Background: an optimization exercise with open tools, aiming at small area and a short achievable clock period. Do not read the settings as production practice. Function was checked by simulation only, so behaviour that the tests miss may differ from the original.

==> run M: inputs <==
Design fir_direct_nom, start of the top module:
module fir_direct_nom (
    input              clk,
    input              rst,
    input  signed [4:0] in,
    output signed [4:0] out,
    input  [249:0]     tap_coeffs
);
==> flow/config.mk <==
export PLATFORM = sky130hd
export DESIGN_NAME = fir_direct_nom
export DESIGN_NICKNAME = fir_direct_nom
export VERILOG_FILES = /design/flow/design.v
export SDC_FILE = /design/flow/constraint.sdc
export NUM_CORES = 4
export LEC_CHECK = 0
export CAP_MARGIN = 20
export CORE_MARGIN = 2
export CORE_UTILIZATION = 40
export SLEW_MARGIN = 20
export SYNTH_HIERARCHICAL = 1
export SYNTH_MINIMUM_KEEP_SIZE = 0
==> flow/constraint.sdc <==
create_clock -name core_clock -period 12.0 [get_ports {clk}]
set_input_delay 2.4000 -clock core_clock [delete_from_list [all_inputs] [get_ports {clk}]]
set_output_delay 2.4000 -clock core_clock [all_outputs]
set_load 0.01 [all_outputs]
standard.sh (not shown) runs the stock make flow with config.mk's settings and CLKGATE_MAP_FILE= SYNTH_SCRIPT=/design/flow/synth_recipe.tcl, a recipe that flattens the netlist after the stock synthesis.
==> flow/flow/run.sh <==
#!/bin/bash
# Standard ORFS layout; only the port buffers are plain buf cells instead of
# the default delay buffers.
set -e
export BUFFER_PORTS_ARGS="-buffer_cell sky130_fd_sc_hd__buf_2"
bash standard.sh > standard.log 2>&1
==> run Z (differences from run M) <==
==> flow/run.sh (new file) <==
#!/bin/bash
# synth_recipe.tcl (not shown) runs the flow's synth.tcl, then flattens the netlist and writes it again
# the make line also repeats each setting of config.mk as NAME=value (left out here)
make -C /OpenROAD-flow-scripts/flow DESIGN_CONFIG=/design/flow/config.mk WORK_HOME=/design/flow/orfs CLKGATE_MAP_FILE= SYNTH_SCRIPT=/design/flow/synth_recipe.tcl finish
removed: flow/flow/run.sh
removed: flow/standard.sh
==> comparison table <==
metric	run M	run Z
Final HPWL DP	114,000 µm	115,000 µm
Headroom to the max-slew limit	40.7%	41.8%
Number of global-route vias before repair	28,400	28,000
Multi-input combinational area share	66.8%	64.6%
Final hold slack	0.353 ns	0.348 ns
Final Core Density	45.4%	46.9%
Least-Margin Pin Slew	0.890 ns	0.874 ns
Met1 demand-to-capacity share in global routing	38.7%	39.3%
Result of the run	no timing/DRC/antenna violations	no timing/DRC/antenna violations
Area grow syn2layout	12.1%	15.9%
Biggest fanout along the worst timing path	6	7
Startpoint of the most critical register-to-register path	ra[57]$_DFF_P_	ra[53]$_DFF_P_
Maximum clock rate	184 MHz	170 MHz

========
==> wip/yarrow <==
Another version of the RTL of fir_direct_nom (not shown whole).
==> flow/config.mk <==
export PLATFORM = sky130hd
export DESIGN_NAME = fir_direct_nom
export DESIGN_NICKNAME = fir_direct_nom
export VERILOG_FILES = /design/flow/design.v
export SDC_FILE = /design/flow/constraint.sdc
export NUM_CORES = 4
export LEC_CHECK = 0
export CAP_MARGIN = 20
export CORE_MARGIN = 2
export CORE_UTILIZATION = 40
export CTS_BUF_LIST = sky130_fd_sc_hd__clkbuf_8
export CTS_CLUSTER_DIAMETER = 60
export CTS_CLUSTER_SIZE = 20
export PLACE_DENSITY = 0.7
export SLEW_MARGIN = 20
export SYNTH_HIERARCHICAL = 1
export SYNTH_MINIMUM_KEEP_SIZE = 0
==> flow/constraint.sdc <==
create_clock -name core_clock -period 12.0 [get_ports {clk}]
set_input_delay 2.4000 -clock core_clock [delete_from_list [all_inputs] [get_ports {clk}]]
set_output_delay 2.4000 -clock core_clock [all_outputs]
set_load 0.01 [all_outputs]
==> flow/flow/run.sh <==
#!/bin/bash
# ORFS layout (the standard.sh) in three calls:
#  1. synthesis to placement as standard, with plain buf_2 port buffers;
#  2. CTS and 3. routing to finish, with timing repair aimed at a setup
#     slack margin and at the worst paths only.
set -e
export BUFFER_PORTS_ARGS="-buffer_cell sky130_fd_sc_hd__buf_2"
bash standard.sh synth floorplan place > standard_place.log 2>&1
export SETUP_SLACK_MARGIN=7.4
export TNS_END_PERCENT=0
bash standard.sh cts > standard_cts.log 2>&1
bash standard.sh > standard_finish.log 2>&1
==> wip/raven (differences from wip/yarrow) <==
--- a/flow/design.v
+++ b/flow/design.v
@@ -11,18 +11,18 @@
     input              clk,
     input              rst,
     input  signed [4:0] in,
     output signed [4:0] out,
     input  [249:0]     tap_coeffs
 );
 logic [48:0][4:0] sr;     
 logic [160:0] ra, ra_d;  
-logic [6:0] lo_q;         
-logic [4:0] x_q, g_q, o_q;  
+logic [5:0] lo_q;         
+logic [5:0] x_q, g_q, o_q;  
 logic v1, v2;              
 wire [10:0] sum_a, sum_b, sum;
 wire n1;
 wire n2;
 wire n3;
 wire n4;
 wire n5;
 wire n6;
@@ -5975,41 +5975,41 @@
 assign n3407 = ~n3404;
 fa u_n3408 (.a(n3406), .b(n3407), .c(n3394), .s(n3408), .co(n3409));
 assign n3410 = ~(~n3400 ^ ~n3403);
 assign n3411 = ~n3400 | ~n3403;
 assign n3412 = ~n3405;
 fa u_n3413 (.a(n3410), .b(n3412), .c(n3409), .s(n3413), .co(n3414));
 assign sum_a = {n3411, n3413, n3397, n3373, n3334, n3333, n3231, ~n3228, n3175, n3132, ~n3095};
 assign sum_b = {n3414, 1'b0, n3408, n3396, n3372, 1'b0, n3283, n3230, n3179, 1'b0, n3098};
-assign sum = {5'b0, {1'b0, sum_a[5:0]} + {1'b0, sum_b[5:0]}};
+assign sum = {6'b0, {1'b0, sum_a[4:0]} + {1'b0, sum_b[4:0]}};
 always @(posedge clk or posedge rst) begin
     if (rst) begin
         sr <= '0;
         v1 <= 1'b0;
         v2 <= 1'b0;
     end else begin
         sr <= {sr[47:0], in};
         v1 <= 1'b1;
         v2 <= v1;
     end
 end
 always @(posedge clk) begin
     ra <= ra_d;
-    lo_q <= sum[6:0];
-    x_q <= sum_a[10:6] ^ sum_b[10:6];
-    g_q <= sum_a[10:6] & sum_b[10:6];
-    o_q <= sum_a[10:6] | sum_b[10:6];
+    lo_q <= sum[5:0];
+    x_q <= sum_a[10:5] ^ sum_b[10:5];
+    g_q <= sum_a[10:5] & sum_b[10:5];
+    o_q <= sum_a[10:5] | sum_b[10:5];
 end
-wire hz = (x_q[0] == lo_q[6]) && (x_q[4:1] == o_q[3:0]);
-wire ho = (x_q[0] != lo_q[6]) && (&(x_q[4:1] ^ g_q[3:0]));
-wire [5:0] c;   
-assign c[0] = lo_q[6];
+wire hz = (x_q[0] == lo_q[5]) && (x_q[5:1] == o_q[4:0]);
+wire ho = (x_q[0] != lo_q[5]) && (&(x_q[5:1] ^ g_q[4:0]));
+wire [6:0] c;   
+assign c[0] = lo_q[5];
 genvar gi;
-for (gi = 0; gi < 5; gi = gi + 1) begin : g_c
+for (gi = 0; gi < 6; gi = gi + 1) begin : g_c
     assign c[gi+1] = g_q[gi] | (x_q[gi] & c[gi]);
 end
-wire sgn = x_q[4] ^ c[4];
-wire lz = ~|lo_q[5:4];
-wire lo1 = &lo_q[5:4];
+wire sgn = x_q[5] ^ c[5];
+wire lz = ~|lo_q[4:4];
+wire lo1 = &lo_q[4:4];
 wire inr = (hz && lz) || (ho && lo1);
 assign out = !v2 ? 5'sd0 : inr ? lo_q[4:0] : sgn ? -5'sd16 : 5'sd15;
 endmodule
==> flow/config.mk (replaced) <==
export PLATFORM = sky130hd
export DESIGN_NAME = fir_direct_nom
export DESIGN_NICKNAME = fir_direct_nom
export VERILOG_FILES = /design/flow/design.v
export SDC_FILE = /design/flow/constraint.sdc
export NUM_CORES = 4
export LEC_CHECK = 0
export CAP_MARGIN = 20
export CORE_MARGIN = 2
export CORE_UTILIZATION = 55
export CTS_BUF_LIST = sky130_fd_sc_hd__clkbuf_8
export CTS_CLUSTER_DIAMETER = 50
export CTS_CLUSTER_SIZE = 16
export SLEW_MARGIN = 20
export SYNTH_HIERARCHICAL = 1
export SYNTH_MINIMUM_KEEP_SIZE = 0
==> wip/quartz (differences from wip/yarrow) <==
--- a/flow/design.v
+++ b/flow/design.v
@@ -11,18 +11,18 @@
     input              clk,
     input              rst,
     input  signed [4:0] in,
     output signed [4:0] out,
     input  [249:0]     tap_coeffs
 );
 logic [48:0][4:0] sr;     
 logic [160:0] ra, ra_d;  
-logic [6:0] lo_q;         
-logic [4:0] x_q, g_q, o_q;  
+logic [5:0] lo_q;         
+logic [5:0] x_q, g_q, o_q;  
 logic v1, v2;              
 wire [10:0] sum_a, sum_b, sum;
 wire n1;
 wire n2;
 wire n3;
 wire n4;
 wire n5;
 wire n6;
@@ -5975,41 +5975,41 @@
 assign n3407 = ~n3404;
 fa u_n3408 (.a(n3406), .b(n3407), .c(n3394), .s(n3408), .co(n3409));
 assign n3410 = ~(~n3400 ^ ~n3403);
 assign n3411 = ~n3400 | ~n3403;
 assign n3412 = ~n3405;
 fa u_n3413 (.a(n3410), .b(n3412), .c(n3409), .s(n3413), .co(n3414));
 assign sum_a = {n3411, n3413, n3397, n3373, n3334, n3333, n3231, ~n3228, n3175, n3132, ~n3095};
 assign sum_b = {n3414, 1'b0, n3408, n3396, n3372, 1'b0, n3283, n3230, n3179, 1'b0, n3098};
-assign sum = {5'b0, {1'b0, sum_a[5:0]} + {1'b0, sum_b[5:0]}};
+assign sum = {6'b0, {1'b0, sum_a[4:0]} + {1'b0, sum_b[4:0]}};
 always @(posedge clk or posedge rst) begin
     if (rst) begin
         sr <= '0;
         v1 <= 1'b0;
         v2 <= 1'b0;
     end else begin
         sr <= {sr[47:0], in};
         v1 <= 1'b1;
         v2 <= v1;
     end
 end
 always @(posedge clk) begin
     ra <= ra_d;
-    lo_q <= sum[6:0];
-    x_q <= sum_a[10:6] ^ sum_b[10:6];
-    g_q <= sum_a[10:6] & sum_b[10:6];
-    o_q <= sum_a[10:6] | sum_b[10:6];
+    lo_q <= sum[5:0];
+    x_q <= sum_a[10:5] ^ sum_b[10:5];
+    g_q <= sum_a[10:5] & sum_b[10:5];
+    o_q <= sum_a[10:5] | sum_b[10:5];
 end
-wire hz = (x_q[0] == lo_q[6]) && (x_q[4:1] == o_q[3:0]);
-wire ho = (x_q[0] != lo_q[6]) && (&(x_q[4:1] ^ g_q[3:0]));
-wire [5:0] c;   
-assign c[0] = lo_q[6];
+wire hz = (x_q[0] == lo_q[5]) && (x_q[5:1] == o_q[4:0]);
+wire ho = (x_q[0] != lo_q[5]) && (&(x_q[5:1] ^ g_q[4:0]));
+wire [6:0] c;   
+assign c[0] = lo_q[5];
 genvar gi;
-for (gi = 0; gi < 5; gi = gi + 1) begin : g_c
+for (gi = 0; gi < 6; gi = gi + 1) begin : g_c
     assign c[gi+1] = g_q[gi] | (x_q[gi] & c[gi]);
 end
-wire sgn = x_q[4] ^ c[4];
-wire lz = ~|lo_q[5:4];
-wire lo1 = &lo_q[5:4];
+wire sgn = x_q[5] ^ c[5];
+wire lz = ~|lo_q[4:4];
+wire lo1 = &lo_q[4:4];
 wire inr = (hz && lz) || (ho && lo1);
 assign out = !v2 ? 5'sd0 : inr ? lo_q[4:0] : sgn ? -5'sd16 : 5'sd15;
 endmodule
==> flow/config.mk (replaced) <==
export PLATFORM = sky130hd
export DESIGN_NAME = fir_direct_nom
export DESIGN_NICKNAME = fir_direct_nom
export VERILOG_FILES = /design/flow/design.v
export SDC_FILE = /design/flow/constraint.sdc
export NUM_CORES = 4
export LEC_CHECK = 0
export CAP_MARGIN = 20
export CORE_MARGIN = 2
export CORE_UTILIZATION = 40
export CTS_BUF_LIST = sky130_fd_sc_hd__clkbuf_8
export CTS_CLUSTER_DIAMETER = 50
export CTS_CLUSTER_SIZE = 16
export PLACE_DENSITY = 0.7
export SLEW_MARGIN = 20
export SYNTH_HIERARCHICAL = 1
export SYNTH_MINIMUM_KEEP_SIZE = 0
==> wip/fjord (differences from wip/yarrow) <==
==> flow/config.mk (replaced) <==
export PLATFORM = sky130hd
export DESIGN_NAME = fir_direct_nom
export DESIGN_NICKNAME = fir_direct_nom
export VERILOG_FILES = /design/flow/design.v
export SDC_FILE = /design/flow/constraint.sdc
export NUM_CORES = 4
export LEC_CHECK = 0
export ABC_AREA = 1
export CAP_MARGIN = 20
export CORE_MARGIN = 2
export CORE_UTILIZATION = 40
export CTS_BUF_LIST = sky130_fd_sc_hd__clkbuf_8
export CTS_CLUSTER_DIAMETER = 50
export CTS_CLUSTER_SIZE = 16
export PLACE_DENSITY = 0.7
export SLEW_MARGIN = 20
export SYNTH_HIERARCHICAL = 1
export SYNTH_MINIMUM_KEEP_SIZE = 0
==> qor summary <==
                                                                                 wip/yarrow                wip/fjord                wip/raven               wip/quartz
Status                                                              complete, no violations  complete, no violations  complete, no violations  complete, no violations
Die Ht                                                                               309 µm                   311 µm                   264 µm                   309 µm
Source-to-sink clock delay at the later pin of the worst-skew pair                  0.71 ns                  0.70 ns                  0.70 ns                  0.72 ns
Depth of the CTS H-tree                                                                   2                        3                        3                        3
Placeable core region                                                             91900 µm²                93500 µm²                67000 µm²                91900 µm²
Netlist area before placement                                                     37200 µm²                37800 µm²                37200 µm²                37200 µm²
Highest cell delay on the worst timing path                                         0.72 ns                  0.68 ns                  0.65 ns                  0.62 ns
Met1 Usage GRT                                                                        0.354                    0.345                    0.521                    0.359
Sequential cell area fraction in the yosys report                                     0.263                    0.258                    0.263                    0.263
Met1 wire length                                                                   44600 µm                 45700 µm                 49200 µm                 46600 µm
Clock Buffer Count                                                                       47                       73                       75                       73
Cells after DPL                                                                        4442                     4624                     4070                     4439
Share of cells above drive strength 1                                                 0.117                    0.175                    0.227                    0.179

==> re-timing with driven ports <==
Ports are ideal in the flow. The routed layouts listed here were re-timed in OpenROAD. Step 1: set_driving_cell puts a clkbuf_16 on clk and a buf_2 on each other input, an assumption about the parent block. Step 2 adds t to the input delays and takes it off the output delays; t is the mean of the earliest and latest rising clock arrival at the registers after step 1. Input paths then give back, and output paths get back, about the clock's delay inside the block. a / b / c = no drivers / after step 1 / after step 2; a / b = the first two.
run | t (ns) | setup WS [ns] | hold slack, ns | worst register clock-pin slew, ns
run M | 0.681 | 6.575 / 6.627 / 5.946 | 0.353 / 0.353 / 0.353 | 0.07 / 0.07
run Z | 0.693 | 6.117 / 6.171 / 5.478 | 0.348 / 0.348 / 0.348 | 0.07 / 0.07
wip/yarrow | 0.751 | 7.111 / 7.157 / 6.406 | 0.362 / 0.362 / 0.362 | 0.12 / 0.12
wip/raven | 0.738 | 7.210 / 7.245 / 6.507 | 0.361 / 0.361 / 0.361 | 0.10 / 0.10
wip/quartz | 0.760 | 7.232 / 7.214 / 6.454 | 0.365 / 0.365 / 0.365 | 0.09 / 0.09
wip/fjord | 0.737 | 7.199 / 7.197 / 6.460 | 0.366 / 0.366 / 0.366 | 0.10 / 0.10
After both steps every run listed still meets setup and hold. The setup slack of wip/quartz, which loses most, moves by -0.018 ns with the drivers and by -0.778 ns with both steps.
